Context: an optimization exercise on an open-source flow, tuned for small area. The choices shown serve that exercise and are no tape-out recipe.
Function was checked by simulation only, so behaviour that the tests miss may differ from the original.
No activity file was given, so power comes from the tool's default toggle rates.

[flow/design.v]
module totd_40mhz(
		  input [1:0]  ENABLE40,
		  input        CLK120,
		  input        RST,
		  input [11:0] ADC0,
		  input [11:0] ADC1,
		  input [11:0] ADC2,
		  input [11:0] THRES0,
		  input [11:0] THRES1,
		  input [11:0] THRES2,
		  input [11:0] UP0,
		  input [11:0] UP1,
		  input [11:0] UP2,
		  input [2:0]  TRIG_ENABLE,
		  input [1:0]  MULTIPLICITY,
                  input [6:0]  OCCUPANCY,
                  input [5:0]  FD,
                  input [5:0]  FN,
                  input [11:0] INT,
		  output reg   TRIG
		  );
   wire ph_cap = (ENABLE40 == 2'd1);    
   wire ph_p0  = (ENABLE40 == 2'd2);    
   wire ph_p1  = (ENABLE40 == 2'd0);    
   function gt13(input [12:0] a, input [12:0] b);
      integer i;
      reg c;
      begin
         c = 1'b0;
         for (i = 0; i < 13; i = i + 1)
           c = (a[i] & ~b[i]) | (a[i] & c) | (~b[i] & c);
         gt13 = c;
      end
   endfunction
   reg [11:0] cap_x, cap_y, cap_z;
   reg        cap_v;                    
   always @(posedge CLK120) begin
      cap_z <= ADC2;
      cap_y <= ph_cap ? ADC1 : cap_z;
      cap_x <= ph_cap ? ADC0 : cap_y;
      if (ph_cap) cap_v <= !RST;
   end
   wire        sr = RST | !cap_v;        
   wire [11:0] x  = cap_x;
   reg [11:0] ap1, ap2, ap3;             
   reg [17:0] bl1, bl2, bl3;             
   reg [19:0] ia1, ia2, ia3;             
   reg        ica, icb, icc;             
   reg [1:0]  it2;                       
   reg        id2, id3;                  
   reg [7:0]  oc1, oc2, oc3;             
   wire [11:0] y   = ap3;
   wire [17:0] bo  = bl3;
   wire [7:0]  occ = oc3;
   reg [382:0] qline;
   reg [365:0] gline;
   reg [8:0]   cnt;                      
   reg [6:0]   wc;                       
   always @(posedge CLK120) begin
      if (RST)
        cnt <= 0;
      else if (cnt != 9'd383)
        cnt <= cnt + 1'b1;
   end
   wire g23  = gline[22]  & (cnt >= 9'd23);
   wire g366 = gline[365] & (cnt >= 9'd366);
   wire win_in  = qline[22]  & (cnt >= 9'd23);
   wire win_out = qline[382] & (cnt == 9'd383) & (wc == 7'd121);
   wire [17:0] dec_a = y * FD;
   wire [18:0] dec_b = {1'b0, x, 6'b0} - {1'b0, dec_a};
   reg  [17:0] dec_c;
   always @(posedge CLK120)
     dec_c <= (sr | dec_b[18]) ? 18'd0 : dec_b[17:0];
   wire [23:0] dec_p = dec_c * FN;
   wire [23:0] dec_e = dec_p + 24'd512;
   wire [11:0] dec_y = dec_e[22] ? 12'd4095 : dec_e[21:10];
   wire [11:0] thr = ph_p1 ? THRES0 : ph_cap ? THRES1 : THRES2;
   wire [11:0] up  = ph_p1 ? UP0    : ph_cap ? UP1    : UP2;
   wire        en  = ph_p1 ? TRIG_ENABLE[0] : ph_cap ? TRIG_ENABLE[1]
                   : TRIG_ENABLE[2];
   wire        qn  = en && gt13({1'b0, dec_y}, {1'b0, thr}) &&
                     !gt13({1'b0, dec_y}, {1'b0, up});
   function [11:0] add3_10(input [9:0] a, input [9:0] b, input [9:0] c,
                           input kin, input ci);
      integer i;
      reg [9:0] s, k;
      reg [10:0] kk;
      reg [9:0] r;
      reg cy;
      begin
         s = a ^ b ^ c;
         k = (a & b) | (a & c) | (b & c);
         kk = {k, kin};
         cy = ci;
         for (i = 0; i < 10; i = i + 1) begin
            r[i] = s[i] ^ kk[i] ^ cy;
            cy = (s[i] & kk[i]) | (s[i] & cy) | (kk[i] & cy);
         end
         add3_10 = {kk[10], cy, r};
      end
   endfunction
   wire        ia_r  = ia1[19] | g366;   
   wire [19:0] ia_a  = ia_r ? 20'd0 : icc ? {1'b0, INT, 1'b0, 6'b0} : ia1;
   wire        gn    = !ia_r &&
                       (icc ? (INT != 12'd0) : gt13(ia1[18:6], {1'b0, INT}));
   wire        cn    = !ia_r && !icc && gt13(ia1[18:6], {INT, 1'b0});
   wire [11:0] ia_lo = add3_10(ia_a[9:0], {ap1[3:0], 6'd0}, ~bl1[9:0],
                               1'b0, 1'b1);
   wire [11:0] ia_hs = add3_10(ia2[19:10], {2'b00, ap2[11:4]},
                               {2'b11, ~bl2[17:10]}, it2[1], it2[0]);
   wire [9:0]  ia_hi = ia_hs[9:0];
   reg  [14:0] ia_h;
   reg         ia_bw;
   integer     ii;
   always @(*) begin
      ia_bw = id3;
      for (ii = 0; ii < 15; ii = ii + 1) begin
         ia_h[ii] = ia3[ii+5] ^ ia_bw;
         ia_bw = ia_bw & ~ia3[ii+5];
      end
   end
   wire [19:0] ia_c  = (sr | ia3[19]) ? 20'd0 : {ia_h, ia3[4:0]};
   wire [18:0] bd   = {1'b0, x, 6'b0} - {1'b0, bo};
   wire        bneg = bd[18];
   wire        xnz  = |x;
   wire gt64 = !bneg && (|bd[17:7] || (bd[6] && |bd[5:0]));
   wire gt32 = !bneg && (|bd[17:6] || (bd[5] && |bd[4:0]));
   wire lt64 = bneg && !(&bd[17:6]);
   wire lt32 = bneg && !(&bd[17:5]);
   wire bc1 = (&bo[17:6]) ? xnz : gt64;                     
   wire bc2 = (&bo[17:5]) ? xnz : gt32;                     
   wire bc3 = !bneg && (|bd[17:0]);                         
   wire bc4 = (~|bo[17:6]) ? !((&x) && (bo == 18'd0)) : lt64;  
   wire bc5 = (~|bo[17:5]) | lt32;                          
   wire bc6 = bneg;                                         
   wire       bup  = bc1 | bc2 | bc3;
   wire       bdn  = !bup & (bc4 | bc5 | bc6);
   wire [2:0] bmag = bc1 ? 3'd4 : bc2 ? 3'd2 : bc3 ? 3'd1 :
                     bc4 ? 3'd4 : bc5 ? 3'd2 : bc6 ? 3'd1 : 3'd0;
   wire [17:0] bn  = bo + (bdn ? -{15'd0, bmag} : {15'd0, bmag});
   wire       clr  = TRIG;              
   wire [7:0] occn = occ + win_in - win_out;
   wire       sbn  = !sr && gt13({5'd0, occ}, {6'd0, OCCUPANCY}) && g23;
   always @(posedge CLK120) begin
      ap1 <= sr ? 12'd0 : x;
      bl1 <= sr ? 18'd0 : bn;
      ia1 <= ia_c;
      ia2 <= {ia_a[19:10], ia_lo[9:0]};
      it2 <= ia_lo[11:10];
      id2 <= !ia1[19];
      ia3 <= {ia_hi, ia2[9:0]};
      id3 <= id2;
      ica <= cn;
      icb <= ica;
      icc <= sr ? 1'b0 : icb;
      oc1 <= (sr | clr) ? 8'd0 : occn;
      {ap3, ap2} <= {ap2, ap1};
      {bl3, bl2} <= {bl2, bl1};
      {oc3, oc2} <= {oc2, oc1};
      qline <= {qline[381:0], qn};
      gline <= {gline[364:0], gn};
   end
   always @(posedge CLK120) begin
      if (RST)
        wc <= 0;
      else if (ph_cap) begin
         if (clr)
           wc <= 7'd1;
         else if (wc != 7'd121)
           wc <= wc + 1'b1;
      end
   end
   reg sb_d1, sb_d2;
   reg trig_m, trig_now, trig_prev;
   always @(posedge CLK120) begin
      sb_d1 <= sbn;
      sb_d2 <= sb_d1;
      if (RST) begin
         trig_m <= 0;
         trig_now <= 0;
         trig_prev <= 0;
         TRIG <= 0;
      end else if (ph_cap) begin
         trig_m <= ({1'b0, sb_d2} + {1'b0, sb_d1} + {1'b0, sbn} >= MULTIPLICITY)
                   && (MULTIPLICITY != 2'd0);
         trig_now <= trig_m;
         trig_prev <= trig_now;
         TRIG <= trig_now && !trig_prev;
      end
   end
endmodule
[flow/flow/run.sh]
#!/bin/bash
export BUFFER_PORTS_ARGS="-buffer_cell sky130_fd_sc_hd__buf_1"
bash standard.sh > standard.log 2>&1
[flow/standard.sh]
#!/bin/bash
# synth_recipe.tcl (not shown) runs the flow's synth.tcl, then flattens the netlist and writes it again
# the make line also repeats each setting of config.mk as NAME=value (left out here)
make -C /OpenROAD-flow-scripts/flow DESIGN_CONFIG=/design/flow/config.mk WORK_HOME=/design/flow/orfs CLKGATE_MAP_FILE= SYNTH_SCRIPT=/design/flow/synth_recipe.tcl "${@:-finish}"
[flow/config.mk]
export PLATFORM = sky130hd
export DESIGN_NAME = totd_40mhz
export DESIGN_NICKNAME = totd_40mhz
export VERILOG_FILES = /design/flow/design.v
export SDC_FILE = /design/flow/constraint.sdc
export NUM_CORES = 4
export LEC_CHECK = 0
export CAP_MARGIN = 20
export CORE_MARGIN = 2
export CORE_UTILIZATION = 45
export CTS_BUF_LIST = sky130_fd_sc_hd__clkbuf_8
export CTS_CLUSTER_DIAMETER = 50
export CTS_CLUSTER_SIZE = 18
export SLEW_MARGIN = 20
[flow/constraint.sdc]
create_clock -name core_clock -period 8.3 [get_ports {CLK120}]
set_input_delay 1.6600 -clock core_clock [delete_from_list [all_inputs] [get_ports {CLK120}]]
set_output_delay 1.6600 -clock core_clock [all_outputs]
set_load 0.01 [all_outputs]
==> impl_metrics.env, run 1 <==
export IMPL_syn_num_nets=3035
export IMPL_clk_latency_ns=0.72
export IMPL_final_area_um2=35500
export IMPL_maxCapViolCount=0
export IMPL_setup_violations=0
export IMPL_die_area_um2=73300
export IMPL_routed_wirelength_um=54500
export IMPL_die_y_um=271
export IMPL_hp_class="flop to flop"
export IMPL_cts_resized=0
export IMPL_clockBufferDepth=3
export IMPL_grtUsageTotal_pct=15.3
export IMPL_worst_endpoint_required_ns=8.93
export IMPL_status="complete, no violations"
export IMPL_post_cts_buffers=0
export IMPL_synth_area_per_cell_um2=12.3
export IMPL_ys_flop_type="dfxtp_1"
export IMPL_synth_edf_count=1
export IMPL_ys_types=82
export IMPL_synth_top_area_share_pct=62.9
export IMPL_critPathArrivalTime_ns=7.91
export IMPL_ioPinCount=149
export IMPL_avgViaCountPerCell=4.66
export IMPL_power_density_nw_per_um2=292
export IMPL_wl_per_cell_um=14.4
export IMPL_hpwl_um=38600
export IMPL_clock_skew_ns=0.0481
export IMPL_row_count=97
export IMPL_drt_iter0_markers=810
export IMPL_yosys_area_top_type="dfxtp_1"
export IMPL_routed_via_count=17648
export IMPL_synthToLayoutAreaGrowth_pct=11.0
export IMPL_slew_violations=0
export IMPL_yosysSeqAreaShare_pct=63.0
export IMPL_p_leak_nw=15.0
export IMPL_slowest_stage="a2111oi_0"
export IMPL_overflow=0
export IMPL_rsz0062_at_grt="false"
export IMPL_grt_max_degree=51
export IMPL_cts_inserted_buffers=83
export IMPL_hold_buffers=0
export IMPL_nets=3233
export IMPL_cts_root_buf="clkbuf_8"
export IMPL_cts_tree="done"
export IMPL_max_stage_delay_ns=0.84
export IMPL_placed_cell_area_um2=33600
export IMPL_drive_gt1_share_pct=6.07
export IMPL_hold_path_depth=0
export IMPL_initial_core_util_pct=45.6
export IMPL_grt_pass1_vias=18438
export IMPL_gp_congestion=0.838
export IMPL_irDropWorstVdd_uv=197
export IMPL_crit_fanout=7
export IMPL_slew_limit_headroom_pct=39.9
export IMPL_yosys_warnings=1
export IMPL_grt_pass1_wl_um=91800
export IMPL_crit_type="flop to flop"
export IMPL_max_freq_mhz=137
export IMPL_tns_ns=0
export IMPL_core_um2=70300
export IMPL_post_route_util_pct=50.6
export IMPL_rr_worst_depth=28
export IMPL_antenna_found_initial=4
export IMPL_period_minus_slack_ns=7.28
export IMPL_endpoint_kind="flop"
export IMPL_dieWidth_um=271
export IMPL_path_common_cell="o21ai_0"
export IMPL_syn_area_um2=32000
export IMPL_htree_num_levels=3
export IMPL_critPathLaunchType="flop"
export IMPL_drc=0
export IMPL_yosys_top_cells_area="dfxtp_1 (63%), fa_1 (9.3%), ha_1 (5.6%)"
export IMPL_firstDrtPassIters=6
export IMPL_cts_clk_slew_worst_paths_ns=0.11
export IMPL_min_period_over_period_pct=87.7
export IMPL_syn_inst=2595
export IMPL_worstMarginPinSlew_ns=0.878
export IMPL_port_buffers=148
export IMPL_postSynthRegisterBits=1007
export IMPL_hold_viol=0
export IMPL_clock_sinks=1007
export IMPL_antenna_left=0
export IMPL_async_flop_share_pct=0
## power breakdown
part / switching [W] / internal (W) / leakage [nW] / total (W)
Sequential: 0.000163 / 0.00512 / 8.15 / 0.00529
Combinational: 0.00118 / 0.000898 / 5.91 / 0.00208
Clock: 0.00169 / 0.00131 / 0.967 / 0.00300
Total: 0.00303 / 0.00734 / 15.0 / 0.0104
## sequential cells by signal, indices dropped and copies added, names as in the netlist, 18 cells and up
name / count
qline: 383
gline: 366
ia1: 20
ia2: 20
ia3: 20
bl1: 18
bl2: 18
bl3: 18
dec_c: 18
## kinds of logic (layout without fill, tap and decap cells)
family,count (synthesis),in the layout,share of synthesized area (%)
xor+xnor,54,54,1.48
simple gates,625,625,9.70
flops,1007,1007,63.0
compound gates,261,261,5.45
mux,42,42,1.32
fa+ha+maj,314,314,15.6
other cells,1,2,0.0117
buf+inv,291,545,3.46
## per-layer routing
layer  part of all wire (%)  global-route usage (%)  vias up
met3                    3.9                    2.82      100
met4                    2.5                    5.19        4
met5                  0.055                       0        -
met1                     48                    20.9     8457
li1                       -                       -     8777
met2                     45                    24.3      310
## layout by cell type (no fill, tap or decap), drive strengths merged, types with 24 or more instances in the layout
master,n
xor2,30
o21ai,49
nand3,27
xnor2,24
dfxtp,1006
ha,143
buf,150
fa,149
nor2,118
a21oi,71
nor3,30
nand2,192
and2,152
inv,281
clkbuf,95
mux2i,40
## cell usage after synthesis (15+ instances only)
library cell and count:
o21ai_0 46, and2_1 152, nor3_1 30, nand2_1 192, a21o_1 17, nand4_1 17, xor2_1 30, nand3_1 27
nor2_1 118, clkbuf_1 28, a31oi_1 17, fa_1 149, inv_1 252, ha_1 143, xnor2_1 24, mux2i_1 40
a21oi_1 71, dfxtp_1 1006, nor4_1 15
## metrics by stage
step | power (W) | setup WS [ns] | hold WS, ns | cells
floorplan | 0.00694 | 1.56 | 0.310 | 2595
CTS | 0.0105 | 1.14 | 0.290 | 3789
global route | 0.0110 | 0.300 | 0.304 | 3790
global placement | 0.00745 | 0.686 | 0.310 | 3648
detailed placement | 0.00748 | 0.547 | 0.312 | 3648
finish | 0.0104 | 1.02 | 0.297 | 3790
## path summary, 6_finish.rpt
kind,startpoint,endpoint,slack (ns)
min reg2reg,qline[257]$_DFF_P_,qline[258]$_DFF_P_,0.30
max reg2reg,cap_x[0]$_DFF_P_,bl1[14]$_SDFF_PP0_,1.02
min,qline[257]$_DFF_P_,qline[258]$_DFF_P_,0.30
max,cap_x[0]$_DFF_P_,bl1[14]$_SDFF_PP0_,1.02
## worst max-delay path, delay by kind of cell, from the launching register on
| kind | cells | cell delay [ns] |
|---|---|---|
| AO/OA/AOI/OAI | 17 | 4.43 |
| adder cells (fa/ha/maj) | 4 | 1.17 |
| AND/OR/NAND/NOR | 6 | 0.89 |
| flip-flops | 1 | 0.68 |
| buffers and inverters | 1 | 0.07 |
## cell type report
| cell class | count | area [um^2] |
|---|---|---|
| Fill cell | 6166 | 34700 |
| Sequential cell | 1007 | 20200 |
| Multi-Input combinational cell | 1297 | 10800 |
| Clock buffer | 93 | 1280 |
| Tap cell | 940 | 1180 |
| Inverter | 252 | 946 |
| Clock inverter | 48 | 626 |
| Timing Repair Buffer | 152 | 588 |
| Antenna cell | 1 | 2.50 |
==> run 2: changes to the inputs <==
--- a/flow/config.mk
+++ b/flow/config.mk
@@ -9,6 +9,6 @@
 export CORE_MARGIN = 2
 export CORE_UTILIZATION = 45
-export CTS_BUF_LIST = sky130_fd_sc_hd__clkbuf_8
+export CTS_BUF_LIST = sky130_fd_sc_hd__clkbuf_4
 export CTS_CLUSTER_DIAMETER = 50
-export CTS_CLUSTER_SIZE = 18
+export CTS_CLUSTER_SIZE = 10
 export SLEW_MARGIN = 20
==> run 2 against run 1 <==
First-iteration DRC count rose by 2.6%. Critical endpoint unchanged. Clock power decreased by 28%. Hold slack lost 0.043 ns. Still clean. Clock skew increased by 0.034 ns. Setup slack lost 0.042 ns. Power shrank 8.2%. Sequential power barely moved.
==> impl_metrics.env, run 2 <==
export IMPL_status="complete, no violations"
export IMPL_post_route_util_pct=49.3
export IMPL_power_density_nw_per_um2=274
export IMPL_cts_resized=0
export IMPL_hp_class="flop to flop"
export IMPL_yosys_top_cells_area="dfxtp_1 (63%), fa_1 (9.3%), ha_1 (5.6%)"
export IMPL_port_buffers=148
export IMPL_ys_top_cells_by_count="dfxtp_1 (1006), inv_1 (252), nand2_1 (192)"
export IMPL_critPathArrivalTime_ns=8.11
export IMPL_rsz0062_at_grt="false"
export IMPL_routed_wirelength_um=54300
export IMPL_die_y_um=271
export IMPL_initial_core_util_pct=45.6
export IMPL_crit_type="flop to flop"
export IMPL_routed_via_count=17744
export IMPL_drc=0
export IMPL_nets=3264
export IMPL_hold_path_depth=0
export IMPL_r2r_end="bl1[14]$_SDFF_PP0_"
export IMPL_slew_limit_headroom_pct=42.8
export IMPL_max_freq_mhz=137
export IMPL_synth_most_common_cell="dfxtp_1"
export IMPL_rrSetupSlack_ns=0.98
export IMPL_core_um2=70300
export IMPL_critPathLaunchType="flop"
export IMPL_endpoint_kind="flop"
export IMPL_rr_worst_depth=26
export IMPL_grt_pass1_wl_um=92300
export IMPL_grt_pass1_vias=18641
export IMPL_synth_area_per_cell_um2=12.3
export IMPL_hold_viol=0
export IMPL_clock_sinks=1007
export IMPL_avgViaCountPerCell=4.69
export IMPL_row_count=97
export IMPL_ioPinCount=149
export IMPL_maxCapViolCount=0
export IMPL_slew_violations=0
export IMPL_largest_register_ffs=383
export IMPL_antenna_found_initial=4
export IMPL_largest_register="qline"
export IMPL_tns_ns=0
export IMPL_final_cell_mix="dfxtp_1 (1006), inv_1 (252), nand2_1 (192), and2_1 (152), fa_1 (149)"
export IMPL_drt_iter0_markers=831
export IMPL_cts_root_buf="clkbuf_4"
export IMPL_setup_violations=0
export IMPL_drive_gt1_share_pct=5.84
export IMPL_grtUsageTotal_pct=15.3
export IMPL_crit_fanout=7
export IMPL_cts_clk_slew_worst_paths_ns=0.10
export IMPL_worstMarginPinSlew_ns=0.836
export IMPL_ys_flop_type="dfxtp_1"
export IMPL_htree_num_levels=3
export IMPL_clockBufferDepth=3
export IMPL_cts_tree="done"
export IMPL_fillCellCount=6267
export IMPL_multi_input_area_um2=10800
export IMPL_hp_start="qline[257]$_DFF_P_"
export IMPL_gp_congestion=0.838
export IMPL_grt_max_degree=51
export IMPL_postSynthRegisterBits=1007
export IMPL_yosys_warnings=1
export IMPL_min_to="qline[258]$_DFF_P_"
export IMPL_syn_num_nets=3035
export IMPL_async_flop_share_pct=0
export IMPL_regArea_um2=20200
export IMPL_hpwl_um=38600
export IMPL_synthToLayoutAreaGrowth_pct=8.25
export IMPL_wl_per_cell_um=14.4
export IMPL_worst_endpoint_required_ns=9.09
export IMPL_syn_inst=2595
export IMPL_antenna_left=0
export IMPL_overflow=0
export IMPL_syn_area_um2=32000
export IMPL_synth_top_area_share_pct=62.9
export IMPL_cp_startpoint="cap_x[0]$_DFF_P_"
export IMPL_period_minus_slack_ns=7.32
export IMPL_dieWidth_um=271
export IMPL_post_cts_buffers=0
export IMPL_cts_inserted_buffers=114
export IMPL_top_regs="qline x383, gline x366"
export IMPL_hold_buffers=0
export IMPL_p_leak_nw=14.7
export IMPL_yosys_area_top_type="dfxtp_1"
export IMPL_firstDrtPassIters=6
export IMPL_die_area_um2=73300
export IMPL_min_period_over_period_pct=88.2
export IMPL_ys_types=82
export IMPL_final_common_cell="dfxtp_1"
export IMPL_yosysSeqAreaShare_pct=63.0
export IMPL_irDropWorstVdd_uv=139
export IMPL_clk_latency_ns=0.91
export IMPL_synth_edf_count=1
export IMPL_reg2reg_from="cap_x[0]$_DFF_P_"
export IMPL_clock_skew_ns=0.0823
-- run 2: cell counts after synthesis --
No cell type changed its count.
-- run 2: cell type report --
| class | instances | share of cell area [%] |
|---|---|---|
| clock inverters | 16 | 0.433 |
| clock buffers | 118 | 2.55 |
| diodes | 1 | 0.00722 |
| repair buffers | 152 | 1.70 |
| multi-input cells | 1297 | 31.0 |
| well taps | 940 | 3.39 |
| inverters | 252 | 2.73 |
| flip-flops and latches | 1007 | 58.2 |
-- run 2: how the worst max path moves through the flow --
stage / end / cells after the start
2_1_floorplan: qline[0]$_DFF_P_ / 18
6_report: bl1[14]$_SDFF_PP0_ / 26
3_5_place_dp: qline[0]$_DFF_P_ / 18
3_3_place_gp: qline[0]$_DFF_P_ / 18
5_1_grt: bl1[14]$_SDFF_PP0_ / 28
4_1_cts: bl1[14]$_SDFF_PP0_ / 28
-- run 2: report_power, final --
| part | leakage [nW] | internal, W | switching (W) | total (W) |
|---|---|---|---|---|
| clock network | 0.618 | 0.000711 | 0.00144 | 0.00215 |
| logic | 5.91 | 0.000897 | 0.00118 | 0.00208 |
| registers | 8.15 | 0.00512 | 0.000162 | 0.00529 |
| total | 14.7 | 0.00673 | 0.00278 | 0.00951 |
-- run 2: worst max-delay path, cell delays in order, from the launching register on --
cell	delay [ns]
dfxtp_1	0.69
ha_1	0.40
nor4bb_1	0.18
a221o_1	0.39
a31oi_1	0.30
o21ai_1	0.21
a2111oi_0	0.81
o31ai_1	0.18
a221oi_1	0.49
nor3_1	0.10
o211ai_1	0.24
ha_1	0.19
ha_1	0.22
nor2_1	0.10
a21oi_1	0.07
ha_1	0.31
nor2b_1	0.15
o21ai_0	0.21
a21boi_0	0.16
o21ai_0	0.23
a21boi_0	0.15
o21ai_0	0.25
a21boi_0	0.18
o21ai_0	0.46
a211oi_1	0.19
o21a_1	0.21
nor3_1	0.15
-- run 2: per-layer routing --
metal	global-route usage, %	vias to the layer above	share of wire [%]
met5	0	-	0.055
met4	5.25	4	2.5
met3	3.20	112	4.2
met2	24.3	327	45
met1	20.9	8470	48
li1	-	8831	-
-- run 2: kinds of logic (layout without fill, tap and decap cells) --
logic type	after synthesis	after routing	share of synthesized area [%]
muxes	42	42	1.32
and+or+nand+nor	625	625	9.70
adders and majority gates	314	314	15.6
other	1	2	0.0117
DFF	1007	1007	63.0
xor gates and xnor gates	54	54	1.48
buffers and inverters	291	538	3.46
AOI/OAI and AO/OA	261	261	5.45
-- run 2: through the flow --
step	std cells	setup slack [ns]	total power [W]	instance area (um^2)	hold slack [ns]
final	3783	0.979	0.00951	34700	0.254
after global routing	3783	0.276	0.0102	34700	0.255
after CTS	3782	1.10	0.00968	34700	0.233
after detailed placement	3648	0.547	0.00748	33600	0.312
after global placement	3648	0.686	0.00745	33600	0.310
after floorplan	2595	1.56	0.00694	32000	0.310
==> run 3: changes to the inputs <==
--- a/flow/design.v
+++ b/flow/design.v
@@ -45,4 +45,5 @@
    reg [11:0] ap1, ap2, ap3;             
    reg [17:0] bl1, bl2, bl3;             
+   wire [17:0] bn;                       
    reg [19:0] ia1, ia2, ia3;             
    reg        ica, icb, icc;             
@@ -57,9 +58,25 @@
    reg [8:0]   cnt;                      
    reg [6:0]   wc;                       
+   reg [8:0] cnt_inc;
+   reg [6:0] wc_inc;
+   reg       inc_c;
+   integer   ci;
+   always @(*) begin
+      inc_c = 1'b1;
+      for (ci = 0; ci < 9; ci = ci + 1) begin
+         cnt_inc[ci] = cnt[ci] ^ inc_c;
+         inc_c = inc_c & cnt[ci];
+      end
+      inc_c = 1'b1;
+      for (ci = 0; ci < 7; ci = ci + 1) begin
+         wc_inc[ci] = wc[ci] ^ inc_c;
+         inc_c = inc_c & wc[ci];
+      end
+   end
    always @(posedge CLK120) begin
       if (RST)
         cnt <= 0;
       else if (cnt != 9'd383)
-        cnt <= cnt + 1'b1;
+        cnt <= cnt_inc;
    end
    wire g23  = gline[22]  & (cnt >= 9'd23);
@@ -105,5 +122,5 @@
                        (icc ? (INT != 12'd0) : gt13(ia1[18:6], {1'b0, INT}));
    wire        cn    = !ia_r && !icc && gt13(ia1[18:6], {INT, 1'b0});
-   wire [11:0] ia_lo = add3_10(ia_a[9:0], {ap1[3:0], 6'd0}, ~bl1[9:0],
+   wire [11:0] ia_lo = add3_10(ia_a[9:0], {ap1[3:0], 6'd0}, ~bn[9:0],
                                1'b0, 1'b1);
    wire [11:0] ia_hs = add3_10(ia2[19:10], {2'b00, ap2[11:4]},
@@ -121,28 +138,67 @@
    end
    wire [19:0] ia_c  = (sr | ia3[19]) ? 20'd0 : {ia_h, ia3[4:0]};
-   wire [18:0] bd   = {1'b0, x, 6'b0} - {1'b0, bo};
-   wire        bneg = bd[18];
-   wire        xnz  = |x;
-   wire gt64 = !bneg && (|bd[17:7] || (bd[6] && |bd[5:0]));
-   wire gt32 = !bneg && (|bd[17:6] || (bd[5] && |bd[4:0]));
-   wire lt64 = bneg && !(&bd[17:6]);
-   wire lt32 = bneg && !(&bd[17:5]);
+   reg  [12:0] be;
+   reg         bcy;
+   integer     bi;
+   always @(*) begin
+      bcy = 1'b1;
+      for (bi = 0; bi < 13; bi = bi + 1) begin
+         be[bi] = (bi < 12 ? x[bi] : 1'b0) ^ ~(bi < 12 ? bo[bi+6] : 1'b0) ^ bcy;
+         bcy = ((bi < 12 ? x[bi] : 1'b0) & ~(bi < 12 ? bo[bi+6] : 1'b0)) |
+               ((bi < 12 ? x[bi] : 1'b0) & bcy) |
+               (~(bi < 12 ? bo[bi+6] : 1'b0) & bcy);
+      end
+   end
+   wire       beneg = be[12];
+   wire       bez   = ~|be;
+   wire       be1   = (be == 13'd1);
+   wire       bem1  = &be;
+   wire       blnz  = |bo[5:0];
+   wire       xnz   = |x;
+   wire gt64 = !beneg && !bez && !be1;                    
+   wire gt32 = gt64 || (be1 && !bo[5]);                   
+   wire lt64 = (beneg && !bem1) || (bem1 && blnz);        
+   wire lt32 = beneg || (bez && bo[5] && |bo[4:0]);       
    wire bc1 = (&bo[17:6]) ? xnz : gt64;                     
    wire bc2 = (&bo[17:5]) ? xnz : gt32;                     
-   wire bc3 = !bneg && (|bd[17:0]);                         
+   wire bc3 = !beneg && !bez;                               
    wire bc4 = (~|bo[17:6]) ? !((&x) && (bo == 18'd0)) : lt64;  
    wire bc5 = (~|bo[17:5]) | lt32;                          
-   wire bc6 = bneg;                                         
+   wire bc6 = beneg || (bez && blnz);                       
    wire       bup  = bc1 | bc2 | bc3;
    wire       bdn  = !bup & (bc4 | bc5 | bc6);
    wire [2:0] bmag = bc1 ? 3'd4 : bc2 ? 3'd2 : bc3 ? 3'd1 :
                      bc4 ? 3'd4 : bc5 ? 3'd2 : bc6 ? 3'd1 : 3'd0;
-   wire [17:0] bn  = bo + (bdn ? -{15'd0, bmag} : {15'd0, bmag});
+   wire [2:0] bs3  = bdn ? -bmag : bmag;
+   reg  [3:0]  bs1;
+   wire        bdn1 = bs1[3];
+   wire [3:0] blo  = {1'b0, bl1[2:0]} + {1'b0, bs1[2:0]};
+   reg  [14:0] bhi;
+   reg         bch;
+   always @(*) begin
+      bch = bdn1 ^ blo[3];
+      for (bi = 0; bi < 15; bi = bi + 1) begin
+         bhi[bi] = bl1[bi+3] ^ bch;
+         bch = bch & (bl1[bi+3] ^ bdn1);
+      end
+   end
+   assign bn = {bhi, blo[2:0]};
    wire       clr  = TRIG;              
-   wire [7:0] occn = occ + win_in - win_out;
+   wire       o_chg = win_in ^ win_out;
+   reg  [7:0] occn;
+   reg        o_c;
+   integer    oi;
+   always @(*) begin
+      o_c = o_chg;
+      for (oi = 0; oi < 8; oi = oi + 1) begin
+         occn[oi] = occ[oi] ^ o_c;
+         o_c = o_c & (occ[oi] ^ win_out);
+      end
+   end
    wire       sbn  = !sr && gt13({5'd0, occ}, {6'd0, OCCUPANCY}) && g23;
    always @(posedge CLK120) begin
       ap1 <= sr ? 12'd0 : x;
-      bl1 <= sr ? 18'd0 : bn;
+      bl1 <= sr ? 18'd0 : bo;
+      bs1 <= sr ? 4'd0 : {bdn, bs3};
       ia1 <= ia_c;
       ia2 <= {ia_a[19:10], ia_lo[9:0]};
@@ -156,5 +212,5 @@
       oc1 <= (sr | clr) ? 8'd0 : occn;
       {ap3, ap2} <= {ap2, ap1};
-      {bl3, bl2} <= {bl2, bl1};
+      {bl3, bl2} <= {bl2, bn};
       {oc3, oc2} <= {oc2, oc1};
       qline <= {qline[381:0], qn};
@@ -168,5 +224,5 @@
            wc <= 7'd1;
          else if (wc != 7'd121)
-           wc <= wc + 1'b1;
+           wc <= wc_inc;
       end
    end
--- a/flow/config.mk
+++ b/flow/config.mk
@@ -9,6 +9,6 @@
 export CORE_MARGIN = 2
 export CORE_UTILIZATION = 45
-export CTS_BUF_LIST = sky130_fd_sc_hd__clkbuf_4
-export CTS_CLUSTER_DIAMETER = 50
-export CTS_CLUSTER_SIZE = 10
+export CTS_BUF_LIST = sky130_fd_sc_hd__clkbuf_16
+export CTS_CLUSTER_DIAMETER = 60
+export CTS_CLUSTER_SIZE = 30
 export SLEW_MARGIN = 20
==> run 3 against run 2 <==
Flip-flop and latch count up 4. Combinational power down 23%. First-iteration DRC count fell by 16%. Non-clock buffer count increased by 2. Largest cell class unchanged. Setup slack better by 0.014 ns. Largest power group unchanged. Global-route usage down 0.85 points. Power rose by 2.5%. Clock-buffer cell count is 68 lower. Cell area is 1.2% higher. Critical path type is now input pin to flop. Clock skew is 0.048 ns lower.
==> impl_metrics.env, run 3 <==
export IMPL_drt_iter0_markers=696
export IMPL_grt_pass1_wl_um=87400
export IMPL_clock_sinks=1011
export IMPL_synthToLayoutAreaGrowth_pct=10.6
export IMPL_final_cell_mix="dfxtp_1 (1010), inv_1 (249), nand2_1 (198), fa_1 (159), and2_1 (154)"
export IMPL_antenna_found_initial=0
export IMPL_yosys_top_cells_area="dfxtp_1 (64%), fa_1 (10%), ha_1 (4.7%)"
export IMPL_drc=0
export IMPL_rsz0062_at_grt="false"
export IMPL_critPathArrivalTime_ns=7.82
export IMPL_ys_flop_type="dfxtp_1"
export IMPL_setup_violations=0
export IMPL_hold_buffers=0
export IMPL_cts_root_buf="clkbuf_16"
export IMPL_routed_via_count=16741
export IMPL_avgViaCountPerCell=4.57
export IMPL_hold_path_depth=0
export IMPL_max_freq_mhz=137
export IMPL_antenna_left=0
export IMPL_period_minus_slack_ns=7.31
export IMPL_firstDrtPassIters=7
export IMPL_post_cts_buffers=0
export IMPL_synth_most_common_cell="dfxtp_1"
export IMPL_slew_violations=0
export IMPL_hp_start="gline[263]$_DFF_P_"
export IMPL_die_y_um=270
export IMPL_min_to="gline[264]$_DFF_P_"
export IMPL_ys_top_cells_by_count="dfxtp_1 (1010), inv_1 (248), nand2_1 (198)"
export IMPL_cts_tree="done"
export IMPL_cts_inserted_buffers=50
export IMPL_diodes=0
export IMPL_grt_pass1_vias=17403
export IMPL_r2r_end="bs1[2]$_SDFF_PP0_"
export IMPL_tns_ns=0
export IMPL_clk_latency_ns=0.63
export IMPL_synth_edf_count=1
export IMPL_dp_slack_ns=0.335
export IMPL_yosys_warnings=1
export IMPL_final_area_um2=35100
export IMPL_status="complete, no violations"
export IMPL_worstMarginPinSlew_ns=1.00
export IMPL_syn_num_nets=2963
export IMPL_rr_worst_depth=26
export IMPL_port_buffers=148
export IMPL_nets=3121
export IMPL_slew_limit_headroom_pct=32.7
export IMPL_reg2reg_from="cap_x[0]$_DFF_P_"
export IMPL_largest_register_ffs=383
export IMPL_crit_type="input pin to flop"
export IMPL_initial_core_util_pct=45.4
export IMPL_p_leak_nw=14.7
export IMPL_min_period_over_period_pct=88.0
export IMPL_htree_num_levels=2
export IMPL_grtUsageTotal_pct=14.5
export IMPL_hold_viol=0
export IMPL_synth_area_per_cell_um2=12.5
export IMPL_layout_setup_ws_ns=0.993
export IMPL_ys_types=79
export IMPL_yosysSeqAreaShare_pct=63.8
export IMPL_grt_max_degree=51
export IMPL_power_total_w=0.00975
export IMPL_hp_class="flop to flop"
export IMPL_critPathLaunchType="input pin"
export IMPL_routed_wirelength_um=51600
export IMPL_rrSetupSlack_ns=1.03
export IMPL_maxCapViolCount=0
export IMPL_power_density_nw_per_um2=278
export IMPL_yosys_area_top_type="dfxtp_1"
export IMPL_stdcell_count=3663
export IMPL_endpoint_kind="flop"
export IMPL_syn_area_um2=31700
export IMPL_irDropWorstVdd_uv=179
export IMPL_row_count=97
export IMPL_async_flop_share_pct=0
export IMPL_wl_per_cell_um=14.1
export IMPL_die_area_um2=72700
export IMPL_ioPinCount=149
export IMPL_final_common_cell="dfxtp_1"
export IMPL_cts_resized=0
export IMPL_core_um2=69900
export IMPL_post_place_cells=3584
export IMPL_drive_gt1_share_pct=4.48
export IMPL_syn_inst=2538
export IMPL_largest_register="qline"
export IMPL_gp_congestion=0.843
export IMPL_top_regs="qline x383, gline x366"
export IMPL_crit_fanout=18
export IMPL_hpwl_um=36600
export IMPL_synth_top_area_share_pct=63.7
export IMPL_dieWidth_um=270
export IMPL_cts_clk_slew_worst_paths_ns=0.10
export IMPL_worst_endpoint_required_ns=8.82
export IMPL_overflow=0
export IMPL_placed_cell_area_um2=33300
export IMPL_clock_skew_ns=0.0342
export IMPL_clockBufferDepth=3
export IMPL_postSynthRegisterBits=1011
==> run 3: cell count changes after synthesis, sizes merged, moves of 10 or more <==
cell    before  now
ha         143  118
clkbuf      28   43
a21oi       71   57
xnor2       24   37
a21o        17    7
fa         149  159
==> run 3: per-stage QoR <==
step	hold WS, ns	utilization [%]
floorplan	0.310	-
global placement	0.310	47.7
detailed placement	0.312	47.7
CTS	0.313	50.2
global route	0.319	50.2
finish	0.311	50.2
==> run 3: worst max-delay path: stages <==
cell	delay, ns
buf_1	0.67
and2_1	0.26
fa_1	0.43
fa_1	0.48
fa_1	0.49
ha_1	0.31
ha_1	0.35
a2111oi_4	0.42
o21ai_2	0.18
a2111oi_4	0.42
nor4_2	0.13
nor4_4	0.80
nor3_1	0.20
nor3_4	0.34
nand3_1	0.11
a211oi_1	0.27
nor3_1	0.09
a2111oi_2	0.19
==> run 3: cell families (layout without fill, tap and decap cells) <==
group | Yosys count | after routing | share of synthesized area (%)
flip-flops | 1011 | 1011 | 63.8
AND/OR/NAND/NOR | 624 | 624 | 9.86
buffers and inverters | 296 | 481 | 3.51
adder cells (fa/ha/maj) | 293 | 293 | 15.2
AO/OA/AOI/OAI | 201 | 201 | 4.30
XOR/XNOR | 60 | 60 | 1.66
multiplexers | 52 | 52 | 1.66
other | 1 | 1 | 0.0118
==> run 3: layout make-up <==
cell class / instances / area, um^2
inverter: 248 / 931
multi-input combinational: 1231 / 10400
clock inverter: 29 / 517
timing repair buffer: 154 / 603
clock buffer: 50 / 1250
sequential: 1011 / 20200
tap: 940 / 1180
fill: 6225 / 34800
==> run 3: worst max path at each step <==
| stage | from | end | slack, ns | cells after the start |
|---|---|---|---|---|
| global route | FN[1] | qline[0]$_DFF_P_ | 0.57 | 20 |
| global placement | FN[3] | qline[0]$_DFF_P_ | 0.54 | 18 |
| finish | FN[1] | qline[0]$_DFF_P_ | 0.99 | 18 |
| detailed placement | FN[3] | qline[0]$_DFF_P_ | 0.34 | 18 |
| CTS | FN[3] | qline[0]$_DFF_P_ | 1.02 | 18 |
| floorplan | FN[0] | qline[0]$_DFF_P_ | 1.51 | 18 |
==> run 3: where the power goes <==
part           switching, W  internal, W
Sequential         0.000128      0.00511
Combinational      0.000912     0.000692
Clock               0.00159      0.00131
==> run 3: metal layers <==
metal	up-vias	GRT usage, %	routed length [um]
li1	8386	-	-
met1	7998	20.4	25300
met2	281	23.2	23200
met3	76	2.44	1970
met4	0	3.89	1090
met5	-	0	0
==> run 4: changes to the inputs <==
--- a/flow/config.mk
+++ b/flow/config.mk
@@ -9,6 +9,6 @@
 export CORE_MARGIN = 2
 export CORE_UTILIZATION = 45
-export CTS_BUF_LIST = sky130_fd_sc_hd__clkbuf_16
-export CTS_CLUSTER_DIAMETER = 60
-export CTS_CLUSTER_SIZE = 30
+export CTS_BUF_LIST = sky130_fd_sc_hd__clkbuf_4
+export CTS_CLUSTER_DIAMETER = 35
+export CTS_CLUSTER_SIZE = 12
 export SLEW_MARGIN = 20
==> run 4 against run 3 <==
Flip-flop and latch count is the same. Hold slack lost 0.013 ns. Clock-buffer cell count grew 77. Clock skew grew 0.053 ns. Register-to-register slack gained 0.08 ns. Synthesized cell count is the same. Die area is the same. Final cell count grew 2.8%. Critical path type is now flop to flop. Critical endpoint is now bs1[2]$_SDFF_PP0_. Largest cell class unchanged. Largest power group unchanged.
==> impl_metrics.env, run 4 <==
export IMPL_crit_fanout=4
export IMPL_clock_sinks=1011
export IMPL_maxCapViolCount=0
export IMPL_yosysSeqAreaShare_pct=63.8
export IMPL_routed_wirelength_um=52300
export IMPL_ys_types=79
export IMPL_die_y_um=270
export IMPL_cts_resized=0
export IMPL_initial_core_util_pct=45.4
export IMPL_grt_max_degree=51
export IMPL_critPathLaunchType="flop"
export IMPL_max_freq_mhz=139
export IMPL_rsz0062_at_grt="false"
export IMPL_drive_gt1_share_pct=7.68
export IMPL_top_regs="qline x383, gline x366"
export IMPL_syn_area_um2=31700
export IMPL_dieWidth_um=270
export IMPL_worstMarginPinSlew_ns=1.03
export IMPL_synth_top_area_share_pct=63.7
export IMPL_ioPinCount=149
export IMPL_cts_root_buf="clkbuf_4"
export IMPL_final_common_cell="dfxtp_1"
export IMPL_fillCellCount=6306
export IMPL_largest_register="qline"
export IMPL_routed_via_count=17112
export IMPL_min_period_over_period_pct=86.7
export IMPL_yosys_top_cells_area="dfxtp_1 (64%), fa_1 (10%), ha_1 (4.7%)"
export IMPL_endpoint_kind="flop"
export IMPL_firstDrtPassIters=5
export IMPL_slew_limit_headroom_pct=31.3
export IMPL_regArea_um2=20200
export IMPL_clock_skew_ns=0.0870
export IMPL_slew_violations=0
export IMPL_final_cell_mix="dfxtp_1 (1010), inv_1 (248), nand2_1 (198), fa_1 (159), and2_1 (154)"
export IMPL_pwr_share_clk_pct=27.4
export IMPL_core_um2=69900
export IMPL_yosys_warnings=1
export IMPL_setup_violations=0
export IMPL_gp_congestion=0.843
export IMPL_period_minus_slack_ns=7.19
export IMPL_slowest_stage="fa_1"
export IMPL_power_switching_w=0.00262
export IMPL_irDropWorstVdd_uv=125
export IMPL_grtUsageTotal_pct=14.8
export IMPL_hpwl_um=36600
export IMPL_antenna_found_initial=1
export IMPL_yosys_area_top_type="dfxtp_1"
export IMPL_cts_clk_slew_worst_paths_ns=0.11
export IMPL_hp_class="flop to flop"
export IMPL_power_density_nw_per_um2=270
export IMPL_avgViaCountPerCell=4.54
export IMPL_clk_latency_ns=0.91
export IMPL_tns_ns=0
export IMPL_synthToLayoutAreaGrowth_pct=9.81
export IMPL_syn_inst=2538
export IMPL_antenna_left=0
export IMPL_critPathArrivalTime_ns=8.03
export IMPL_multi_input_area_um2=10400
export IMPL_largest_register_ffs=383
export IMPL_post_cts_buffers=0
export IMPL_power_report_internal_total_w=0.00681
export IMPL_pwr_share_seq_pct=55.5
export IMPL_synth_most_common_cell="dfxtp_1"
export IMPL_die_area_um2=72700
export IMPL_hold_viol=0
export IMPL_p_sw_share_pct=27.8
export IMPL_drc=0
export IMPL_max_stage_delay_ns=0.51
export IMPL_nets=3186
export IMPL_async_flop_share_pct=0
export IMPL_power_total_w=0.00943
export IMPL_combinationalPowerShare_pct=17.0
export IMPL_ys_flop_type="dfxtp_1"
export IMPL_p_leak_nw=14.7
export IMPL_grt_pass1_vias=18022
export IMPL_hold_buffers=0
export IMPL_port_buffers=148
export IMPL_synth_area_per_cell_um2=12.5
export IMPL_crit_type="flop to flop"
export IMPL_row_count=97
export IMPL_cts_tree="done"
export IMPL_status="complete, no violations"
export IMPL_syn_num_nets=2963
export IMPL_wl_per_cell_um=13.9
export IMPL_ys_top_cells_by_count="dfxtp_1 (1010), inv_1 (248), nand2_1 (198)"
export IMPL_cts_inserted_buffers=115
export IMPL_overflow=0
export IMPL_grt_pass1_wl_um=88800
export IMPL_worst_endpoint_required_ns=9.14
export IMPL_htree_num_levels=3
export IMPL_clockBufferDepth=3
export IMPL_postSynthRegisterBits=1011
export IMPL_path_common_cell="fa_1"
export IMPL_synth_edf_count=1
export IMPL_drt_iter0_markers=590
[run 4: routing by layer]
| layer | GRT usage [%] | wire length [um] |
|---|---|---|
| met5 | 0 | 0 |
| met4 | 5.31 | 1050 |
| met3 | 2.85 | 2230 |
| met2 | 23.1 | 23400 |
| met1 | 20.5 | 25600 |
[run 4: final cells by class]
type | instances | area share, %
sequential | 1011 | 58.1
multi-input combinational | 1231 | 29.8
tap | 940 | 3.37
clock buffer | 127 | 2.74
inverter | 248 | 2.67
timing repair buffer | 154 | 1.73
clock inverter | 55 | 1.62
antenna | 1 | 0.00718
[run 4: metrics by stage]
stage / area, um^2 / instances / hold slack, ns / utilization (%) / setup slack [ns]
after detailed placement: 33300 / 3584 / 0.312 / 47.7 / 0.335
after CTS: 34900 / 3766 / 0.290 / 49.9 / 1.12
after global placement: 33300 / 3584 / 0.310 / 47.7 / 0.538
after floorplan: 31700 / 2538 / 0.310 / - / 1.51
after global routing: 34900 / 3767 / 0.308 / 49.9 / 0.679
final: 34900 / 3767 / 0.298 / 49.9 / 1.11
[run 4: logic make-up (layout without fill, tap and decap cells)]
| group | Yosys count | count (layout) | synth area share (%) |
|---|---|---|---|
| AO/OA/AOI/OAI | 201 | 201 | 4.30 |
| XOR/XNOR | 60 | 60 | 1.66 |
| adder cells (fa/ha/maj) | 293 | 293 | 15.2 |
| buffers and inverters | 296 | 584 | 3.51 |
| flip-flops | 1011 | 1011 | 63.8 |
| multiplexers | 52 | 52 | 1.66 |
| other | 1 | 2 | 0.0118 |
| AND/OR/NAND/NOR | 624 | 624 | 9.86 |
[run 4: power groups by stage]
stage	Sequential, W	Combinational [W]	Clock, W
3_5_place_dp	0.00534	0.00160	0
6_report	0.00524	0.00160	0.00259
5_1_grt	0.00527	0.00186	0.00291
2_1_floorplan	0.00529	0.00124	0
3_3_place_gp	0.00534	0.00158	0
4_1_cts	0.00524	0.00163	0.00271
[run 4: critical path, delay by kind of cell (launching register included)]
| kind | cells | cell delay (ns) |
|---|---|---|
| fa+ha+maj | 13 | 4.88 |
| compound gates | 5 | 0.94 |
| xor+xnor | 1 | 0.12 |
| simple gates | 5 | 0.57 |
| flops | 1 | 0.47 |
| buf+inv | 2 | 0.19 |
[run 4: worst paths after layout]
check	end	depth (start not counted)	slack (ns)	startpoint
max	bs1[2]$_SDFF_PP0_	26	1.11	cap_x[0]$_DFF_P_
min	gline[314]$_DFF_P_	0	0.30	gline[313]$_DFF_P_
max reg2reg	bs1[2]$_SDFF_PP0_	26	1.11	cap_x[0]$_DFF_P_
min reg2reg	gline[314]$_DFF_P_	0	0.30	gline[313]$_DFF_P_
==> run 5: changes to the inputs <==
--- a/flow/config.mk
+++ b/flow/config.mk
@@ -10,5 +10,5 @@
 export CORE_UTILIZATION = 45
 export CTS_BUF_LIST = sky130_fd_sc_hd__clkbuf_4
-export CTS_CLUSTER_DIAMETER = 35
-export CTS_CLUSTER_SIZE = 12
+export CTS_CLUSTER_DIAMETER = 80
+export CTS_CLUSTER_SIZE = 10
 export SLEW_MARGIN = 20
==> run 5 against run 4 <==
Synthesized cell count did not move. Combinational power barely moved. Die area did not move. Sequential power barely moved. Clock skew fell by 0.032 ns. Routed wire length barely moved. Clock-buffer cell count fell by 13. Core utilization fell by 0.75 points. Highest routed layer is now met5.
==> impl_metrics.env, run 5 <==
export IMPL_status="complete, no violations"
export IMPL_slew_violations=0
export IMPL_port_buffers=148
export IMPL_synth_most_common_cell="dfxtp_1"
export IMPL_syn_num_nets=2963
export IMPL_antenna_left=0
export IMPL_worst_endpoint_required_ns=9.11
export IMPL_slew_limit_headroom_pct=32.7
export IMPL_cts_root_buf="clkbuf_4"
export IMPL_grt_max_degree=51
export IMPL_synth_area_per_cell_um2=12.5
export IMPL_power_density_nw_per_um2=261
export IMPL_p_leak_nw=14.5
export IMPL_die_area_um2=72700
export IMPL_ioPinCount=149
export IMPL_cts_resized=0
export IMPL_grt_pass1_wl_um=88800
export IMPL_top_regs="qline x383, gline x366"
export IMPL_syn_inst=2538
export IMPL_largest_register_ffs=383
export IMPL_final_cell_mix="dfxtp_1 (1010), inv_1 (248), nand2_1 (198), fa_1 (159), and2_1 (154)"
export IMPL_hpwl_um=36600
export IMPL_yosys_warnings=1
export IMPL_cts_inserted_buffers=112
export IMPL_hp_class="flop to flop"
export IMPL_synthToLayoutAreaGrowth_pct=8.17
export IMPL_yosys_area_top_type="dfxtp_1"
export IMPL_maxCapViolCount=0
export IMPL_hold_viol=0
export IMPL_min_period_over_period_pct=87.4
export IMPL_row_count=97
export IMPL_firstDrtPassIters=5
export IMPL_initial_core_util_pct=45.4
export IMPL_die_y_um=270
export IMPL_nets=3183
export IMPL_ys_types=79
export IMPL_setup_violations=0
export IMPL_grt_pass1_vias=18023
export IMPL_dieWidth_um=270
export IMPL_drt_iter0_markers=748
export IMPL_grtUsageTotal_pct=14.8
export IMPL_routed_wirelength_um=52300
export IMPL_yosys_top_cells_area="dfxtp_1 (64%), fa_1 (10%), ha_1 (4.7%)"
export IMPL_cts_tree="done"
export IMPL_post_route_util_pct=49.1
export IMPL_period_minus_slack_ns=7.25
export IMPL_hold_buffers=0
export IMPL_synth_edf_count=1
export IMPL_routed_via_count=17071
export IMPL_endpoint_kind="flop"
export IMPL_post_place_cells=3584
export IMPL_yosysSeqAreaShare_pct=63.8
export IMPL_worstMarginPinSlew_ns=1.00
export IMPL_avgViaCountPerCell=4.60
export IMPL_max_freq_mhz=138
export IMPL_ys_top_cells_by_count="dfxtp_1 (1010), inv_1 (248), nand2_1 (198)"
export IMPL_critPathLaunchType="flop"
export IMPL_tns_ns=0
export IMPL_cts_clk_slew_worst_paths_ns=0.10
export IMPL_gp_congestion=0.843
export IMPL_irDropWorstVdd_uv=131
export IMPL_overflow=0
export IMPL_drive_gt1_share_pct=6.11
export IMPL_clk_latency_ns=0.89
export IMPL_largest_register="qline"
export IMPL_core_um2=69900
export IMPL_syn_area_um2=31700
export IMPL_clock_skew_ns=0.0546
export IMPL_htree_num_levels=3
export IMPL_critPathArrivalTime_ns=8.06
export IMPL_final_common_cell="dfxtp_1"
export IMPL_rsz0062_at_grt="false"
export IMPL_post_cts_buffers=0
export IMPL_synth_top_area_share_pct=63.7
export IMPL_async_flop_share_pct=0
export IMPL_drc=0
export IMPL_crit_type="flop to flop"
export IMPL_ys_flop_type="dfxtp_1"
export IMPL_clockBufferDepth=3
export IMPL_postSynthRegisterBits=1011
export IMPL_stdcell_count=3711
export IMPL_crit_fanout=5
export IMPL_antenna_found_initial=3
export IMPL_clock_sinks=1011
export IMPL_wl_per_cell_um=14.1
-- run 5: cell counts after synthesis --
No cell type changed its count.
-- run 5: final timing paths --
path | start | end | slack, ns | cells past startpoint
max | cap_x[0]$_DFF_P_ | bs1[2]$_SDFF_PP0_ | 1.05 | 25
min | qline[246]$_DFF_P_ | qline[247]$_DFF_P_ | 0.30 | 0
max reg2reg | cap_x[0]$_DFF_P_ | bs1[2]$_SDFF_PP0_ | 1.05 | 25
min reg2reg | qline[246]$_DFF_P_ | qline[247]$_DFF_P_ | 0.30 | 0
-- run 5: worst max-delay path: stages (launching register included) --
cell      delay [ns]
dfxtp_1         0.48
inv_1           0.16
ha_1            0.15
inv_1           0.04
fa_1            0.38
fa_1            0.41
fa_1            0.40
fa_1            0.42
fa_1            0.40
fa_1            0.41
fa_1            0.40
fa_1            0.39
fa_1            0.40
fa_1            0.39
fa_1            0.46
nor4_1          0.22
nand3_1         0.19
and2_1          0.22
nor2_1          0.25
a21boi_0        0.22
o211ai_1        0.13
ha_1            0.23
nor2_1          0.12
xnor2_1         0.12
nand2_1         0.07
a21oi_1         0.15
-- run 5: per-stage QoR --
| stage | hold slack (ns) | area (um^2) | total power [W] | worst slack, ns |
|---|---|---|---|---|
| global route | 0.293 | 34300 | 0.00956 | 0.657 |
| global placement | 0.310 | 33300 | 0.00693 | 0.538 |
| floorplan | 0.310 | 31700 | 0.00652 | 1.51 |
| finish | 0.304 | 34300 | 0.00896 | 1.05 |
| CTS | 0.292 | 34300 | 0.00911 | 1.08 |
| detailed placement | 0.312 | 33300 | 0.00695 | 0.335 |
-- run 5: report_power, final --
group	internal [W]	total (W)	switching, W
combinational	0.000692	0.00161	0.000914
sequential	0.00511	0.00524	0.000128
clock	0.000711	0.00212	0.00141
total	0.00651	0.00896	0.00245
-- run 5: kinds of logic (layout without fill, tap and decap cells) --
kind of cell	after synthesis	after routing	share of synthesized area [%]
fa+ha+maj	293	293	15.2
other cells	1	4	0.0118
xor+xnor	60	60	1.66
simple gates	624	624	9.86
flops	1011	1011	63.8
mux	52	52	1.66
compound gates	201	201	4.30
buf+inv	296	526	3.51
-- run 5: area by class of cell --
class                   instances  area (um^2)
well taps                     940         1180
inverters                     248          931
fillers                      6336        35600
multi-input cells            1231        10400
flip-flops and latches       1011        20200
clock buffers                 114          856
repair buffers                154          603
diodes                          3         7.51
clock inverters                10          133
-- run 5: per-layer routing --
metal / up-vias / track usage (%) / share of wire [%]
met5: - / 0 / 0.017
met3: 90 / 3.05 / 4.5
met2: 345 / 23.4 / 45
met1: 8126 / 20.4 / 48
met4: 2 / 4.84 / 1.8
li1: 8508 / - / -
==> run 6: changes to the inputs <==
--- a/flow/config.mk
+++ b/flow/config.mk
@@ -10,5 +10,5 @@
 export CORE_UTILIZATION = 45
 export CTS_BUF_LIST = sky130_fd_sc_hd__clkbuf_4
-export CTS_CLUSTER_DIAMETER = 80
+export CTS_CLUSTER_DIAMETER = 50
 export CTS_CLUSTER_SIZE = 10
 export SLEW_MARGIN = 20
==> run 6 against run 5 <==
Clock skew is 0.015 ns higher. Via count is 0.37% lower. Final cell count is 0.11% higher. Clock-buffer cell count is 2 higher. Setup slack better by 0.023 ns. Sequential power hardly changed. Synthesized cell count stayed put. Die area stayed put. Largest power group unchanged. Register-to-register slack better by 0.02 ns.
==> impl_metrics.env, run 6 <==
export IMPL_syn_num_nets=2963
export IMPL_rr_worst_depth=25
export IMPL_hold_buffers=0
export IMPL_firstDrtPassIters=5
export IMPL_top_usage_layer="met2"
export IMPL_hold_viol=0
export IMPL_nets=3183
export IMPL_clk_latency_ns=0.90
export IMPL_pwr_share_clk_pct=23.3
export IMPL_row_count=97
export IMPL_synthToLayoutAreaGrowth_pct=8.12
export IMPL_cts_tree="done"
export IMPL_min_period_over_period_pct=87.1
export IMPL_hpwl_um=36600
export IMPL_ys_flop_type="dfxtp_1"
export IMPL_crit_type="flop to flop"
export IMPL_final_area_um2=34300
export IMPL_routed_via_count=17008
export IMPL_drc=0
export IMPL_core_um2=69900
export IMPL_synth_edf_count=1
export IMPL_final_common_cell="dfxtp_1"
export IMPL_power_report_internal_total_w=0.00646
export IMPL_setup_violations=0
export IMPL_p_leak_nw=14.5
export IMPL_routed_wirelength_um=52200
export IMPL_cts_resized=0
export IMPL_yosys_area_top_type="dfxtp_1"
export IMPL_slew_violations=0
export IMPL_postSynthRegisterBits=1011
export IMPL_rsz0062_at_grt="false"
export IMPL_power_switching_w=0.00245
export IMPL_gr_usage_met3_pct=3.05
export IMPL_critPathLaunchType="flop"
export IMPL_initial_core_util_pct=45.4
export IMPL_drt_iter0_markers=670
export IMPL_final_cell_mix="dfxtp_1 (1010), inv_1 (248), nand2_1 (198), fa_1 (159), and2_1 (154)"
export IMPL_synth_area_per_cell_um2=12.5
export IMPL_grt_max_degree=51
export IMPL_die_area_um2=72700
export IMPL_dieWidth_um=270
export IMPL_fillCellCount=6368
export IMPL_clockBufferDepth=3
export IMPL_maxCapViolCount=0
export IMPL_endpoint_kind="flop"
export IMPL_htree_num_levels=3
export IMPL_slew_limit_headroom_pct=32.6
export IMPL_drive_gt1_share_pct=6.13
export IMPL_ys_top_cells_by_count="dfxtp_1 (1010), inv_1 (248), nand2_1 (198)"
export IMPL_ys_types=79
export IMPL_synth_most_common_cell="dfxtp_1"
export IMPL_irDropWorstVdd_uv=130
export IMPL_cts_clk_slew_worst_paths_ns=0.11
export IMPL_cts_inserted_buffers=112
export IMPL_post_cts_buffers=0
export IMPL_period_minus_slack_ns=7.23
export IMPL_power_density_nw_per_um2=260
export IMPL_max_freq_mhz=138
export IMPL_wl_per_cell_um=14.1
export IMPL_stdcell_count=3715
export IMPL_grtUsageMet1_pct=20.2
export IMPL_largest_register_ffs=383
export IMPL_synth_top_area_share_pct=63.7
export IMPL_post_route_util_pct=49.1
export IMPL_overflow=0
export IMPL_crit_fanout=4
export IMPL_worstMarginPinSlew_ns=1.01
export IMPL_gp_congestion=0.843
export IMPL_async_flop_share_pct=0
export IMPL_combinationalPowerShare_pct=18.0
export IMPL_critPathArrivalTime_ns=8.04
export IMPL_antenna_left=0
export IMPL_die_y_um=270
export IMPL_hp_class="flop to flop"
export IMPL_largest_register="qline"
export IMPL_syn_inst=2538
export IMPL_met2_usage_pct=23.3
export IMPL_status="complete, no violations"
export IMPL_top_regs="qline x383, gline x366"
export IMPL_avgViaCountPerCell=4.58
export IMPL_p_sw_share_pct=27.5
export IMPL_post_place_cells=3584
export IMPL_clock_sinks=1011
export IMPL_yosys_warnings=1
export IMPL_power_total_w=0.00892
export IMPL_pwr_share_seq_pct=58.7
export IMPL_worst_endpoint_required_ns=9.12
export IMPL_hold_path_depth=0
export IMPL_yosysSeqAreaShare_pct=63.8
export IMPL_ioPinCount=149
export IMPL_yosys_top_cells_area="dfxtp_1 (64%), fa_1 (10%), ha_1 (4.7%)"
export IMPL_grtUsageTotal_pct=14.7
export IMPL_antenna_found_initial=2
export IMPL_grt_pass1_wl_um=88400
export IMPL_tns_ns=0
export IMPL_syn_area_um2=31700
export IMPL_placed_cell_area_um2=33300
export IMPL_grt_pass1_vias=17977
export IMPL_clock_skew_ns=0.0691
export IMPL_port_buffers=148
export IMPL_cts_root_buf="clkbuf_4"
[run 6: changes by cell type in the layout (fill, tap and decap cells not counted)]
cell,previous run,this run
diode_2,3,4
inv_6,4,1
clkinv_4,0,1
clkinv_1,0,2
clkbuf_4,114,116
bufinv_16,2,0
clkinv_8,1,2
inv_8,1,3
[run 6: worst paths after layout]
path / from / endpoint / slack, ns
min reg2reg: gline[218]$_DFF_P_ / gline[219]$_DFF_P_ / 0.30
max reg2reg: cap_x[0]$_DFF_P_ / bs1[1]$_SDFF_PP0_ / 1.07
min: gline[218]$_DFF_P_ / gline[219]$_DFF_P_ / 0.30
max: cap_x[0]$_DFF_P_ / bs1[1]$_SDFF_PP0_ / 1.07
[run 6: power groups by stage]
stage / sequential, W / combinational [W] / clock, W
after floorplan: 0.00529 / 0.00124 / 0
after global placement: 0.00534 / 0.00158 / 0
after detailed placement: 0.00534 / 0.00160 / 0
after CTS: 0.00524 / 0.00162 / 0.00221
after global routing: 0.00527 / 0.00186 / 0.00239
final: 0.00523 / 0.00161 / 0.00208
[run 6: logic make-up (layout without fill, tap and decap cells)]
group | after synthesis | after routing | share of synthesized area, %
simple gates | 624 | 624 | 9.86
flops | 1011 | 1011 | 63.8
buf+inv | 296 | 529 | 3.51
compound gates | 201 | 201 | 4.30
other cells | 1 | 5 | 0.0118
fa+ha+maj | 293 | 293 | 15.2
mux | 52 | 52 | 1.66
xor+xnor | 60 | 60 | 1.66
[run 6: area by class of cell]
type	instances	area (um^2)	share of cell area, %
timing repair buffer	154	603	1.76
clock inverter	11	101	0.295
sequential	1011	20200	59.0
clock buffer	116	871	2.54
antenna	4	10.0	0.0292
tap	940	1180	3.43
multi-input combinational	1231	10400	30.2
inverter	248	931	2.71
[run 6: routing by layer]
metal | part of all wire [%] | vias to the layer above
li1 | - | 8519
met1 | 49 | 8095
met2 | 45 | 317
met3 | 4.2 | 77
met4 | 1.7 | 0
met5 | 0 | -
[run 6: stage by stage]
step	hold slack (ns)	setup WS, ns
after floorplan	0.310	1.51
after global placement	0.310	0.538
after detailed placement	0.312	0.335
after CTS	0.289	1.08
after global routing	0.277	0.664
final	0.300	1.07
[run 6: critical path, stage by stage, from the launching register on]
cell,delay [ns]
dfxtp_1,0.47
inv_1,0.16
ha_1,0.15
inv_1,0.04
fa_1,0.38
fa_1,0.41
fa_1,0.40
fa_1,0.41
fa_1,0.40
fa_1,0.41
fa_1,0.40
fa_1,0.39
fa_1,0.39
fa_1,0.39
fa_1,0.51
nand4_1,0.10
nor3_1,0.19
a21oi_1,0.11
o31ai_1,0.39
nand2b_1,0.09
a21oi_1,0.17
o21ai_0,0.14
ha_1,0.30
inv_1,0.03
mux2_2,0.25
nor2_1,0.09
==> run 7: changes to the inputs <==
--- a/flow/config.mk
+++ b/flow/config.mk
@@ -8,5 +8,5 @@
 export CAP_MARGIN = 20
 export CORE_MARGIN = 2
-export CORE_UTILIZATION = 45
+export CORE_UTILIZATION = 65
 export CTS_BUF_LIST = sky130_fd_sc_hd__clkbuf_4
 export CTS_CLUSTER_DIAMETER = 50
==> run 7 against run 6 <==
Final cell count fell by 8.8%. Hold slack worse by 0.0096 ns. Cell area down 1.0%. Combinational power is essentially flat. Clock-buffer cell count unchanged. Clock skew about the same. Setup slack lost 0.071 ns. Fmax fell by 0.97%. Area after synthesis stayed put.
==> impl_metrics.env, run 7 <==
export IMPL_p_leak_nw=14.5
export IMPL_antenna_left=0
export IMPL_drc=0
export IMPL_synth_mux_area_share_pct=1.66
export IMPL_yosys_warnings=1
export IMPL_drive_gt1_share_pct=6.21
export IMPL_rrSetupSlack_ns=1.00
export IMPL_maxCapViolCount=0
export IMPL_synth_xor_area_share_pct=1.66
export IMPL_combinationalPowerShare_pct=17.8
export IMPL_cts_inserted_buffers=113
export IMPL_gp_congestion=0.848
export IMPL_syn_num_nets=2963
export IMPL_clock_sinks=1011
export IMPL_r2r_end="bs1[2]$_SDFF_PP0_"
export IMPL_irDropWorstVdd_uv=187
export IMPL_reg2reg_from="cap_x[0]$_DFF_P_"
export IMPL_grtUsageTotal_pct=22.0
export IMPL_multi_input_area_um2=10400
export IMPL_power_total_w=0.00900
export IMPL_wl_per_cell_um=15.7
export IMPL_status="complete, no violations"
export IMPL_period_minus_slack_ns=7.30
export IMPL_routed_wirelength_um=53000
export IMPL_hold_viol=0
export IMPL_antenna_found_initial=2
export IMPL_ys_top_cells_by_count="dfxtp_1 (1010), inv_1 (248), nand2_1 (198)"
export IMPL_cp_startpoint="cap_x[0]$_DFF_P_"
export IMPL_die_y_um=225
export IMPL_syn_area_um2=31700
export IMPL_avgViaCountPerCell=5.07
export IMPL_initial_core_util_pct=66.2
export IMPL_dieWidth_um=225
export IMPL_power_report_internal_total_w=0.00653
export IMPL_routed_via_count=17168
export IMPL_final_common_cell="dfxtp_1"
export IMPL_core_um2=47900
export IMPL_worst_endpoint_required_ns=9.15
export IMPL_crit_type="flop to flop"
export IMPL_clock_skew_ns=0.0691
export IMPL_slew_limit_headroom_pct=31.2
export IMPL_grt_pass1_wl_um=88600
export IMPL_max_freq_mhz=137
export IMPL_synth_most_common_cell="dfxtp_1"
export IMPL_min_period_over_period_pct=87.9
export IMPL_async_flop_share_pct=0
export IMPL_largest_register="qline"
export IMPL_synthToLayoutAreaGrowth_pct=6.99
export IMPL_ioPinCount=149
export IMPL_cts_resized=0
export IMPL_endpoint_kind="flop"
export IMPL_synth_top_family_by_area="adder cells"
export IMPL_overflow=0
export IMPL_post_cts_buffers=0
export IMPL_rsz0062_at_grt="false"
export IMPL_cts_clk_slew_worst_paths_ns=0.10
export IMPL_ys_types=79
export IMPL_nets=3182
export IMPL_clk_latency_ns=0.92
export IMPL_grt_pass1_vias=18126
export IMPL_largest_register_ffs=383
export IMPL_power_density_nw_per_um2=265
export IMPL_yosys_area_share_simple_pct=9.86
export IMPL_synth_compound_area_share_pct=4.30
export IMPL_crit_fanout=5
export IMPL_grt_max_degree=51
export IMPL_p_sw_share_pct=27.4
export IMPL_final_cell_mix="dfxtp_1 (1010), inv_1 (247), nand2_1 (198), fa_1 (159), and2_1 (154)"
export IMPL_crit_end="bs1[2]$_SDFF_PP0_"
export IMPL_pwr_share_seq_pct=58.3
export IMPL_htree_num_levels=3
[run 7: power by group through the flow]
stage	clock network [W]	logic (W)	registers, W
after detailed placement	0	0.00161	0.00535
after floorplan	0	0.00124	0.00529
after global placement	0	0.00156	0.00535
after CTS	0.00224	0.00163	0.00524
final	0.00216	0.00160	0.00524
after global routing	0.00243	0.00184	0.00527
[run 7: worst min-delay path by stage]
stage / start / slack (ns) / to / cells past startpoint
after floorplan: ap1[10]$_SDFF_PP0_ / 0.31 / ap2[10]$_DFF_P_ / 0
after global placement: bl2[7]$_DFF_P_ / 0.31 / bl3[7]$_DFF_P_ / 0
after detailed placement: gline[118]$_DFF_P_ / 0.31 / gline[119]$_DFF_P_ / 0
after CTS: qline[374]$_DFF_P_ / 0.28 / qline[375]$_DFF_P_ / 0
after global routing: qline[374]$_DFF_P_ / 0.30 / qline[375]$_DFF_P_ / 0
final: gline[193]$_DFF_P_ / 0.29 / gline[194]$_DFF_P_ / 0
[run 7: area by class of cell]
class,instances,area share (%)
clock inverters,13,0.497
clock buffers,116,2.56
diodes,2,0.0147
multi-input cells,1231,30.6
well taps,615,2.27
repair buffers,152,1.73
flip-flops and latches,1011,59.6
inverters,248,2.74
[run 7: cell families (layout without fill, tap and decap cells)]
| group | Yosys count | in the layout |
|---|---|---|
| AOI/OAI and AO/OA | 201 | 201 |
| xor gates and xnor gates | 60 | 60 |
| adders and majority gates | 293 | 293 |
| buffers and inverters | 296 | 529 |
| DFF | 1011 | 1011 |
| muxes | 52 | 52 |
| other | 1 | 3 |
| and+or+nand+nor | 624 | 624 |
[run 7: critical path: stages, from the launching register on]
cell and delay [ns]:
dfxtp_1 0.47, inv_1 0.15, ha_1 0.15, inv_1 0.04, fa_1 0.38, fa_1 0.41
fa_1 0.40, fa_1 0.39, fa_1 0.39, fa_1 0.38, fa_1 0.40, fa_1 0.40
fa_1 0.40, fa_1 0.41, fa_1 0.48, nor4_1 0.24, nand3_1 0.21, and2_1 0.22
nor2_1 0.24, a21boi_0 0.25, o211ai_1 0.14, ha_1 0.24, nor2_1 0.13, xnor2_1 0.13
nand2_1 0.08, a21oi_1 0.14
[run 7: layer usage]
layer	part of all wire [%]	up-vias	track usage, %
met1	47	8238	29.6
met3	3.8	82	4.04
met4	1.8	0	6.64
met5	0	-	0
li1	-	8530	-
met2	48	318	36.4
[run 7: stage by stage]
stage,util (%),setup WS (ns),cells,area (um^2),hold WS [ns]
after floorplan,-,1.51,2538,31700,0.310
after global placement,68.7,0.522,3257,32900,0.311
after detailed placement,68.7,0.352,3257,32900,0.312
after CTS,70.8,1.03,3386,34000,0.284
after global routing,70.8,0.527,3388,34000,0.301
final,70.8,1.00,3388,34000,0.290

static timing again, ports no longer ideal:
Ports are ideal in the flow. The routed layouts listed here were re-timed in OpenROAD.
Step 1: set_driving_cell puts a clkbuf_16 on CLK120 and a buf_2 on each other input, an assumption about the parent block.
Step 2, shift: input delay + t, output delay - t, t = (earliest + latest rising clock arrival at the registers) / 2. This alone moves slack from input paths to output paths.
Three values: ideal, step 1, step 2; two values: the first two.
run | t, ns | slack for setup (ns)
run 1 | 0.749 | 1.021 / 1.021 / 0.467
run 2 | 0.921 | 0.979 / 0.979 / 0.476
run 3 | 0.669 | 0.993 / 1.022 / 0.353
run 4 | 0.922 | 1.107 / 1.107 / 0.322
run 5 | 0.919 | 1.050 / 1.050 / 0.391
run 6 | 0.918 | 1.073 / 1.073 / 0.393
run 7 | 0.938 | 1.002 / 1.002 / 0.298
After both steps setup and hold are still met in every run listed.
